This design comes from an exercise in tuning for small area and a short achievable clock period on the open sky130 flow, not from production work. No functional check of the RTL was part of any run shown here. Power is estimated from default activity; no workload was simulated.

## flow/design.v (module list and top-level ports; edited modules follow where they fit)
// module mul_s1: 1544 lines
// module mul_s2: 446 lines
// module FLP_multiplier_4: 40 lines
module FLP_multiplier_4(
    input [31:0] A,
    input [31:0] B,
    input rst,
    input clk,
    output [31:0] result
);
  // ...
==> flow/flow/run.sh <==
#!/bin/bash
set -o pipefail
bash standard.sh ADDER_MAP_FILE= "BUFFER_PORTS_ARGS=-buffer_cell sky130_fd_sc_hd__buf_2" finish > flow_make.log 2>&1
==> flow/standard.sh <==
#!/bin/bash
# synth_recipe.tcl (not shown) runs the flow's synth.tcl, then flattens the netlist and writes it again
# the make line also repeats each setting of config.mk as NAME=value (left out here)
make -C /OpenROAD-flow-scripts/flow DESIGN_CONFIG=/design/flow/config.mk WORK_HOME=/design/flow/orfs CLKGATE_MAP_FILE= SYNTH_SCRIPT=/design/flow/synth_recipe.tcl "${@:-finish}"
==> flow/config.mk <==
export PLATFORM = sky130hd
export DESIGN_NAME = FLP_multiplier_4
export DESIGN_NICKNAME = FLP_multiplier_4
export VERILOG_FILES = /design/flow/design.v
export SDC_FILE = /design/flow/constraint.sdc
export NUM_CORES = 4
export LEC_CHECK = 0
export CAP_MARGIN = 20
export CORE_MARGIN = 2
export CORE_UTILIZATION = 40
export SETUP_SLACK_MARGIN = 3.5
export SLEW_MARGIN = 20
==> flow/constraint.sdc <==
create_clock -name core_clock -period 7.0 [get_ports {clk}]
set_input_delay 1.4000 -clock core_clock [delete_from_list [all_inputs] [get_ports {clk}]]
set_output_delay 1.4000 -clock core_clock [all_outputs]
set_load 0.01 [all_outputs]
==> results.txt, run 1 <==
- The run finished with no timing, DRC or antenna violations.
- Worst-case setup slack after placement: about 2.6 ns
- Number of DRC violations after detailed routing: 0
- Leaving out the clock tree, the finished layout contains a buffer count of 212.
- The signal on the critical path passes through buf_12 -> nand2_2 -> xor3_2 -> xnor2_2 -> buf_4 -> xor2_1 -> maj3_1 -> or3_1 -> or4b_1 -> nand2_1 -> nor2b_1 -> o22ai_2.
- Hold is met by 0.328 ns.
- Mux cell area share after synthesis: less than 1%
* Syn_nets: about 3400
* Setup repair after global routing missed its margin: yes
- Top FF cell, synth: sky130_fd_sc_hd__dfxtp_1
- Leading post-synthesis cells by instance count: sky130_fd_sc_hd__nand2_1, sky130_fd_sc_hd__xnor2_1, sky130_fd_sc_hd__xor2_1
- The design received a total of 846 well taps at floorplan.
- The library cell used most frequently in the layout, excluding fill and tap cells, is sky130_fd_sc_hd__nand2_1.
- Initial antenna violation count: 0
- Across the VDD grid, the largest voltage drop is about 450 uV.
- In this run, the combinational gates consume 79.5% of the power.
* Power Internal: 8.61 mW
- Setup violations remaining at the end of the flow were counted as 0.
- Cell Rows: 92
* Post-synthesis adder-cell area fraction: 14.7%
* Critical path endpoint: c2$_DFF_P_
- The initial utilization of the core area, before any placement, comes to 40.4%.
* Switching portion of total power: 48.7%
- Number of clock buffers in the layout: 33
- The count of final max-slew check failures came to 0.
* Vias in the first global route: slightly above 20000
- Routed length per instance: 17.7 um
==> run 2, diff against run 1 <==
==> flow/flow/run.sh (replaced) <==
#!/bin/bash
set -o pipefail
bash standard.sh ADDER_MAP_FILE= finish > flow_make.log 2>&1
==> run 2 against run 1 <==
Still clean. Utilization increased by 0.92 points. Clock power increased by 3%. Setup slack improved by 0.064 ns. Synthesized area unchanged. Via count increased by 0.27%. Synthesized cell count unchanged. Register-to-register slack improved by 0.06 ns.
==> results.txt, run 2 <==
- Result of the run: complete, no violations (unchanged)
- Global-route wire length before repair: 113 mm (was 111 mm)
- The startpoint class of the critical path is a register (unchanged).
- Slowest cell delay on critical path: 0.47 ns (was 0.60 ns)
- Htree depth: 1 (unchanged)
- The type of element capturing the critical path is a register (unchanged).
* Fillcell total: 5983 (was 6099)
- The number of endpoints with negative hold slack in the final report was 0 (unchanged).
- Setup repair after global routing missed its margin: yes (unchanged)
- Instance count of the mapped netlist: 3295 (unchanged)
* Placed wire-length estimate after detailed placement: 49.4 mm (was 48.9 mm)
- The internal power component is 8.69 mW (was 8.61 mW).
- Share of synthesized flip-flops with an asynchronous set or reset: 0% (unchanged)
- Die Area: 0.0654 sq mm (unchanged)
- The violation count after the first detailed-route iteration was 1565 (was 1599).
- Part of the Yosys area used for sequential elements: 16.3% (unchanged)
* Worst r2r dst: c2$_DFF_P_ (unchanged)
- The length in cells of the worst reg-to-reg path was 18 (was 12).
* Switching power of the nets: 8.12 mW (was 8.18 mW)
- Starting Density: 40.4% (unchanged)
- Total grt overflow: 0 (unchanged)
- Post-synth EDFFs: 0 (unchanged)
* Pin count of the biggest net entering global routing: 40 (unchanged)
* Setup slack, reg-to-reg: 3.55 ns (was 3.49 ns)
* Number of DRC violations after detailed routing: 0 (unchanged)
* Hold Worst Slack: 0.327 ns (was 0.328 ns)
* Initial antenna violation count: 0 (unchanged)
- The flip-flop count of the largest register after layout came to 102 (unchanged).
- Category of the critical setup timing path: reg2reg (unchanged)
- Power density normalized to cell area: 555 mW/mm^2 (was 565 mW/mm^2)
* Comb pwr share: 79.3% (was 79.5%)
- The CTS sink count was 207 (unchanged).
- The clock-pin slew reported for the worst setup and hold paths after clock tree synthesis was 0.06 ns (about the same).
- The via total after detailed routing is 22236 (was 22176).
- The leading area contributor after synthesis is sky130_fd_sc_hd__xnor2_1 (unchanged).
- The post-synthesis cell area is 0.0254 sq mm (unchanged).
* Most common cell after layout, fill and taps aside: sky130_fd_sc_hd__nand2_1 (unchanged)
* Part of the cycle the worst path needs: 49.3% (was 50.2%)
- Maximum clock insertion buffer count: 3 (unchanged)
* Most used cells in the layout excluding fill and tap cells: sky130_fd_sc_hd__nand2_1, sky130_fd_sc_hd__xnor2_1, sky130_fd_sc_hd__maj3_1, sky130_fd_sc_hd__xor2_1, sky130_fd_sc_hd__dfxtp_1 (unchanged)
- The count of warnings emitted by yosys is 1 (unchanged).
- The root buffer selected by CTS is sky130_fd_sc_hd__clkbuf_16 (unchanged).
- Count of maximum capacitance violations: 0 (unchanged)
* Final number of max-transition violations: 0 (unchanged)
* Ordered list of cells on the worst path: buf_12 -> nand2_1 -> xnor2_2 -> xnor2_2 -> xor3_1 -> xnor2_2 -> buf_4 -> buf_4 -> maj3_1 -> o32a_1 -> o21ai_2 -> buf_4 -> buf_4 -> buf_4 -> o21a_1 -> o21ai_1 -> a31oi_1 -> o22ai_1 (was buf_12 -> nand2_2 -> xor3_2 -> xnor2_2 -> buf_4 -> xor2_1 -> maj3_1 -> or3_1 -> or4b_1 -> nand2_1 -> nor2b_1 -> o22ai_2)
- Reg-to-Reg Start: a1[0]$_DFF_P_ (was a1[3]$_DFF_P_)
* I/O pin cnt: 98 (unchanged)
- The final wirelength was 76.5 mm (was 75.3 mm).
- Syn_nets: 3361 (unchanged)
- The number of port buffers is 96 (unchanged).
- The post-detailed-route via-to-cell ratio was 5.23 (about the same).
- The actual slew at the worst max-slew pin came to 0.758 ns (was 0.719 ns).
- Clock latency reported for the late side of the worst-skew pair: 0.59 ns (about the same)
- Switching portion of total power: 48.3% (was 48.7%)
* Relative slew slack: 49.0% (was 51.7%)
- The top-area cell type share of the netlist area came to 23.0% (unchanged).
- The leakage dissipation was 10.9 nW (was 10.8 nW).
- The share of cells above drive strength 1 is 11.4% (was 14.3%).
- The startpoint of the tightest hold check path is sg2$_DFF_P_ (unchanged).
- Min-Delay Path Depth: 0 (unchanged)
- The peak supply drop came to 360 uV (was 454 uV).
* Cell with the largest stage delay on the worst path: sky130_fd_sc_hd__xor3_1 (was sky130_fd_sc_hd__or4b_1)
- The type of the tightest min-delay check was reg2reg (unchanged).
- Leading post-synthesis cells by instance count: sky130_fd_sc_hd__nand2_1, sky130_fd_sc_hd__xnor2_1, sky130_fd_sc_hd__xor2_1 (unchanged)
* Fmax: 290 MHz (was 285 MHz)
* Final sum of negative setup slack: 0 ns (unchanged)
* Worst path required time: 7.46 ns (about the same)
* Share of total power in the clock network: 8.7% (was 8.5%)
* Routed length per instance: 18.0 um (was 17.7 um)
- Top cells by area in the synthesized netlist: sky130_fd_sc_hd__xnor2_1, sky130_fd_sc_hd__dfxtp_1, sky130_fd_sc_hd__maj3_1 (unchanged).
- Cell Rows: 92 (unchanged)
- The number of nets still failing antenna checks after routing is 0 (unchanged).
- Most flop-heavy register: z2 (unchanged)
- Die extent in y: 256 um (unchanged)
* Cell repeated most along the worst path: sky130_fd_sc_hd__buf_4
- The routability congestion estimate from global placement was 0.839 (was 0.845).
- The worst hold path endpoint is r3[31]$_DFF_P_ (unchanged).
- The arrival time at the worst endpoint came to 3.91 ns (was 3.97 ns).
* Registers with the highest flip-flop counts: z2: 102 flops, r3: 32 flops (unchanged)
* Synthesized area divided by synthesized cell count: 7.70 sq um (unchanged)
- Number of library cell types mapped by synthesis: 85 (unchanged)
* Number of synthesized register bits: 207 (unchanged)
- First-pass detailed-route iteration total: 7 (was 6)
- Biggest fanout along the worst timing path: 14 (unchanged)
- Antenna cell count: 0 (unchanged)
- Fin Clk Skew: 0.0261 ns (was 0.0406 ns)
- The clock buffer count from CTS came to 28 (was 26).
- Area growth syn-to-layout: 19.4% (was 17.1%)
* Final setup violating endpoints: 0 (unchanged)
- Core Footprint: 0.0629 sq mm (unchanged)
* Width of the chip: 256 um (unchanged)
* Power share of the sequential group: 11.9% (was 12.0%)
* Top-count cell post-synth: sky130_fd_sc_hd__nand2_1 (unchanged)
* Vias in the first global route: 20325 (was 20227)
* Top FF cell, synth: sky130_fd_sc_hd__dfxtp_1 (unchanged)
* Final layout net count: 3454 (was 3445)
* Overall track demand over capacity in global routing: 21.5% (was 21.3%)
- The clock tree from TritonCTS is built (unchanged).
- The shortest clock period the worst path allows after layout came to 3.45 ns (was 3.51 ns).
==> run 2: power groups by stage <==
stage / Sequential [mW] / Combinational (mW) / Clock [mW]
6_report: 2.00 / 13.3 / 1.47
3_5_place_dp: 2.02 / 11.2 / 0
3_3_place_gp: 2.01 / 11.2 / 0
5_1_grt: 2.05 / 14.5 / 1.56
2_1_floorplan: 1.94 / 9.13 / 0
4_1_cts: 2.00 / 12.0 / 1.51
==> run 2: cell families (layout without fill, tap and decap cells) <==
logic type	after synthesis	after routing	share of synthesized area (%)
adder cells (fa/ha/maj)	372	372	14.7
buffers and inverters	235	348	3.86
AO/OA/AOI/OAI	361	361	8.96
XOR/XNOR	1071	1071	38.5
multiplexers	16	16	0.636
AND/OR/NAND/NOR	1033	1033	17.1
flip-flops	207	207	16.3
==> run 2: worst max-delay path by stage <==
stage                              start             end  slack [ns]  cells after the start
after floorplan            b1[1]$_DFF_P_      c2$_DFF_P_        3.65                     14
after global placement        c2$_DFF_P_  r3[30]$_DFF_P_        2.75                     13
after detailed placement      c2$_DFF_P_  r3[30]$_DFF_P_        2.68                     13
after CTS                  b1[4]$_DFF_P_      c2$_DFF_P_        3.41                     14
after global routing      z2[98]$_DFF_P_   r3[0]$_DFF_P_        3.38                     14
final                      a1[0]$_DFF_P_      c2$_DFF_P_        3.55                     18
==> run 2: stage by stage <==
stage                     setup slack, ns  cells  power [mW]  util (%)  instance area (sq um)
after global routing                 3.38   4254        18.1      48.2                  30300
final                                3.55   4254        16.8      48.2                  30300
after CTS                            3.41   4193        15.5      45.9                  28900
after floorplan                      3.65   3295        11.1         -                  25400
after detailed placement             2.68   4113        13.3      42.9                  27000
after global placement               2.75   4113        13.2      42.9                  27000
==> run 2: per-layer routing <==
| layer | wire length [um] | global-route usage [%] | vias up |
|---|---|---|---|
| met5 | 0 | 0 | - |
| met1 | 33200 | 27.5 | 10274 |
| met3 | 5520 | 2.99 | 210 |
| met2 | 34400 | 36.6 | 763 |
| met4 | 3360 | 7.91 | 0 |
| li1 | - | - | 10989 |
==> run 2: what timing repair did <==
item                                   4_1_cts  5_1_grt
resized for setup                          138      130
setup buffers                               26       55
pin swaps                                   23       36
gates cloned                                 4        6
endpoints found under the hold margin        0        0
hold buffers                                 0        0
setup endpoints to repair                   73       34
==> run 2: area by class of cell <==
class | instances | area (sq um) | share of cell area (%)
Clock buffer | 37 | 785 | 2.59
Clock inverter | 13 | 181 | 0.599
Inverter | 79 | 297 | 0.979
Multi-Input combinational cell | 2853 | 21200 | 70.0
Sequential cell | 207 | 4280 | 14.1
Tap cell | 846 | 1060 | 3.49
Timing Repair Buffer | 219 | 2480 | 8.20
==> run 2: critical path: cells and delay by family (launching register included) <==
| kind | cells | cell delay, ns |
|---|---|---|
| compound gates | 6 | 0.72 |
| xor+xnor | 4 | 1.00 |
| fa+ha+maj | 1 | 0.32 |
| buf+inv | 6 | 0.76 |
| flops | 1 | 0.40 |
| simple gates | 1 | 0.12 |

==> what the ideal ports hide <==
The results above use ideal ports. As a check the final layouts listed here were re-extracted and re-timed, cells and wires unchanged. Step 1, drivers: a clkbuf_16 drives clk and a buf_2 each remaining input, both assumed. Step 2 moves the port delays by t, midway between the first and last clock arrival at a register: inputs arrive t later, outputs are due t later. That takes back most of the time a late clock gives input paths. Three values: ideal ports, drivers, drivers and shift; two values: the first two.
run	t, ns	slack for setup (ns)	worst hold slack (ns)	worst data-port slew with drivers (ns)	cell pins on the clock port's net
run 1	0.634	3.487 / 3.487 / 3.487	0.328 / 0.328 / 0.328	0.03	1
run 2	0.637	3.550 / 3.550 / 3.550	0.327 / 0.327 / 0.327	0.04	1
After both steps every run listed still meets setup and hold.
